This design comes from an exercise in tuning for small area, a short achievable clock period and few clock cycles on the open sky130 flow, not from production work. At most, simulation tests tie the RTL to the original design; equivalence was not proved. No activity file was given, so power comes from the tool's default toggle rates.

Design FPU, start of the top module:
module FPU(clk, rstn, ctl, x1, x2, y, ready, en);
    input clk, rstn;
    input [4:0] ctl;
    input [31:0] x1, x2;
    input en;
    output reg ready;
    output [31:0] y;
    wire op_add   = (ctl == 5'd0) | (ctl == 5'd1);
    wire op_mul   = (ctl == 5'd2) | (ctl == 5'd20);
    wire op_fhalf = (ctl == 5'd5);
    wire op_ftoi  = (ctl == 5'd6);
    wire op_itof  = (ctl == 5'd7);
    wire op_floor = (ctl == 5'd8);
    wire op_feq   = (ctl == 5'd9);
    wire op_fle   = (ctl == 5'd10);
    wire op_fabs  = (ctl == 5'd11);
    wire op_fneg  = (ctl == 5'd12);
    wire op_fless = (ctl == 5'd13);
    wire op_fmin  = (ctl == 5'd14);
    wire op_fmax  = (ctl == 5'd15);
    wire op_fisz  = (ctl == 5'd16);
    wire op_fisp  = (ctl == 5'd17);
    wire op_fisn  = (ctl == 5'd18);
    wire lt = (x1[30:0] <  x2[30:0]);
    wire eq = (x1[30:0] == x2[30:0]);
    wire [26:0] m_ra, m_rb;
    wire m_cin;
    wire [31:0] mb = ctl[4] ? x1 : x2;
    fmul_s1 u_mul1 (.a(x1[22:0]), .b(mb[22:0]), .ra(m_ra), .rb(m_rb), .cin(m_cin));
    wire [9:0] m_ye0 = x1[30:23] + mb[30:23] + 10'd129;
    wire m_zero = ~(|x1[30:23]) | ~(|mb[30:23]);
    wire m_inf  = (&x1[30:23]) | (&mb[30:23]);
    wire m_ys   = x1[31] ^ mb[31];
    wire [26:0] a_S;
    wire [24:0] a_R;
    wire [7:0]  a_le;
    wire a_effsub, a_bs, a_ls, a_near, a_spec;
    wire [31:0] a_spec_y;
    wire [31:0] tsh;
    wire [31:0] mx;
    fadd_s1 u_add1 (.x1(x1), .x2(x2), .sub(ctl[0]), .ge(~lt), .is_ftoi(ctl[2]), .mx(mx[30:0]),
                    .tsh(tsh), .S(a_S), .R(a_R), .le(a_le),
                    .effsub(a_effsub), .bs(a_bs), .ls(a_ls), .isnear(a_near),
                    .spec(a_spec), .spec_y(a_spec_y));
    wire [31:0] half_v, ftoi_v, itof_v, floor_v;
    wire fmin_x1;
    wire half_i, ftoi_i, itof_i, floor_i;
    wire feq_y, fle_y, fless_y;
    fhalf_u u_half (.x(x1), .v(half_v), .inc(half_i));
    ftoi_u  u_ftoi (.x(x1), .t(tsh), .v(ftoi_v), .inc(ftoi_i));
    itof_u  u_itof (.x(x1), .v(itof_v), .inc(itof_i));
    floor_u u_floor(.x(x1), .v(floor_v), .inc(floor_i));
  ...
==> module floor_u, before the edit <==
module floor_u (
    input  wire [31:0] x,
    output wire [31:0] v,
    output wire        inc);
wire        s = x[31];
wire [7:0]  e = x[30:23];
wire [22:0] m = x[22:0];
wire [22:0] low;
genvar i;
generate
    for (i = 0; i < 23; i = i + 1) begin : g_low
        assign low[i] = (e < 8'd150 - i);
    end
endgenerate
wire        lo = (e < 8'd127);
wire        frac = |(m & low);
wire        up = ~lo & s & frac;       
wire [22:0] mv;
generate
    for (i = 0; i < 23; i = i + 1) begin : g_mv
        assign mv[i] = low[i] ? up : m[i];
    end
endgenerate
assign v = lo ? ((s & (|x[30:0])) ? 32'hbf800000 : {s, 31'b0}) : {s, e, mv};
assign inc = up;
endmodule
==> flow/config.mk <==
export PLATFORM = sky130hd
export DESIGN_NAME = FPU
export DESIGN_NICKNAME = FPU
export VERILOG_FILES = /design/flow/design.v
export SDC_FILE = /design/flow/constraint.sdc
export NUM_CORES = 4
export LEC_CHECK = 0
export ABC_AREA = 1
export CAP_MARGIN = 20
export CORE_MARGIN = 2
export CORE_UTILIZATION = 40
export SETUP_SLACK_MARGIN = 4
export SLEW_MARGIN = 20
==> flow/constraint.sdc <==
create_clock -name core_clock -period 10.0 [get_ports {clk}]
set_input_delay 2.0000 -clock core_clock [delete_from_list [all_inputs] [get_ports {clk}]]
set_output_delay 2.0000 -clock core_clock [all_outputs]
set_load 0.01 [all_outputs]
standard.sh (not shown) runs the stock make flow with config.mk's settings and CLKGATE_MAP_FILE= SYNTH_SCRIPT=/design/flow/synth_recipe.tcl, a recipe that flattens the netlist after the stock synthesis.
==> flow/flow/run.sh <==
#!/bin/bash
# The standard layout (standard.sh: ORFS synthesis to finish, same
# constraints; config.mk's settings, among them ABC_AREA 1, apply as usual),
# with three changes to how it is made:
#  - ADDER_MAP_FILE empty: synthesis does not pre-map full and half adders
#    into adder cells before abc, so abc maps whole carry paths and keeps the
#    parallel-prefix adders instead of relaxing them into ripple chains;
#  - MATCH_CELL_FOOTPRINT=0: the resizer may swap a cell for any drive
#    strength of the same function (sky130hd's platform file limits it to
#    cells of the same footprint);
#  - the port buffers that buffer_ports puts on every input and output start
#    as buf_4 instead of a delay buffer.
# Registers, their names and cell types are those of the standard synthesis.
# The whole make output goes to make.log; ORFS's per-step logs stay under
# orfs/logs.
set -euo pipefail
bash standard.sh ADDER_MAP_FILE= MATCH_CELL_FOOTPRINT=0 \
    "BUFFER_PORTS_ARGS=-buffer_cell sky130_fd_sc_hd__buf_4" finish > make.log 2>&1
The first run finished clean.
Rerun with:
--- a/flow/design.v
+++ b/flow/design.v
@@ -1233,27 +1233,19 @@
     output wire [31:0] v,
     output wire        inc);
 wire        s = x[31];
 wire [7:0]  e = x[30:23];
 wire [22:0] m = x[22:0];
-wire [22:0] low;
-genvar i;
-generate
-    for (i = 0; i < 23; i = i + 1) begin : g_low
-        assign low[i] = (e < 8'd150 - i);
-    end
-endgenerate
-wire        lo = (e < 8'd127);
+wire [7:0]  k = e - 8'd127;
+wire [22:0] low = 23'h7fffff >> k[4:0];
 wire        frac = |(m & low);
-wire        up = ~lo & s & frac;       
-wire [22:0] mv;
-generate
-    for (i = 0; i < 23; i = i + 1) begin : g_mv
-        assign mv[i] = low[i] ? up : m[i];
-    end
-endgenerate
-assign v = lo ? ((s & (|x[30:0])) ? 32'hbf800000 : {s, 31'b0}) : {s, e, mv};
+wire        lo = (e < 8'd127);
+wire        hi = (e > 8'd149);
+wire        up = ~lo & ~hi & s & frac;
+assign v = lo ? ((s & (|x[30:0])) ? 32'hbf800000 : {s, 31'b0}) :
+           hi ? x :
+           up ? {s, e, m | low} : {s, e, m & ~low};
 assign inc = up;
 endmodule
 `default_nettype wire
 `default_nettype none
 module fcmp_u (
Effect:
- The new run went through all stages and came out clean
- total power hardly moves
- sequential share of layout area climbs by 0.14 points
- fmax came out lower by 0.60%
- cell count is lower by 1.4%
- clock power grows by 4.4%
- setup slack loses 0.037 ns
- hold slack loses 0.030 ns
- synthesized area went down by 1.0%
- cell area decreases by 3.6%
Testbench counts after the change, summed over its fixed seeds: cycles 24,008.
For the first run of this note, only the layout was checked, not whether the RTL still works.

## what the ideal ports hide
In the flow no input, the clock included, has a driving cell. The finished layouts below were timed again as built, in two steps. Step 1 assumes that a clkbuf_16 drives the clock port and a buf_2 every other input. Step 2, shift: input delay + t, output delay - t, t = (earliest + latest rising clock arrival at the registers) / 2. This alone moves slack from input paths to output paths. a / b / c = ideal ports / drivers / drivers and shift; a / b = the first two.
| run | shift t [ns] | setup WS [ns] | hold WS [ns] | worst setup path after step 2 | worst register clock-pin slew, ns |
|---|---|---|---|---|---|
| the first run | 0.554 | 3.955 / 3.882 / 3.507 | 1.700 / 1.655 / 2.209 | input to register | 0.09 / 0.09 |
| the second run | 0.565 | 3.919 / 3.855 / 3.455 | 1.670 / 1.634 / 2.199 | input to register | 0.09 / 0.09 |
After both steps every run listed still meets setup and hold. The setup slack of the second run, which loses most, moves by -0.064 ns with the drivers and by -0.464 ns with both steps.
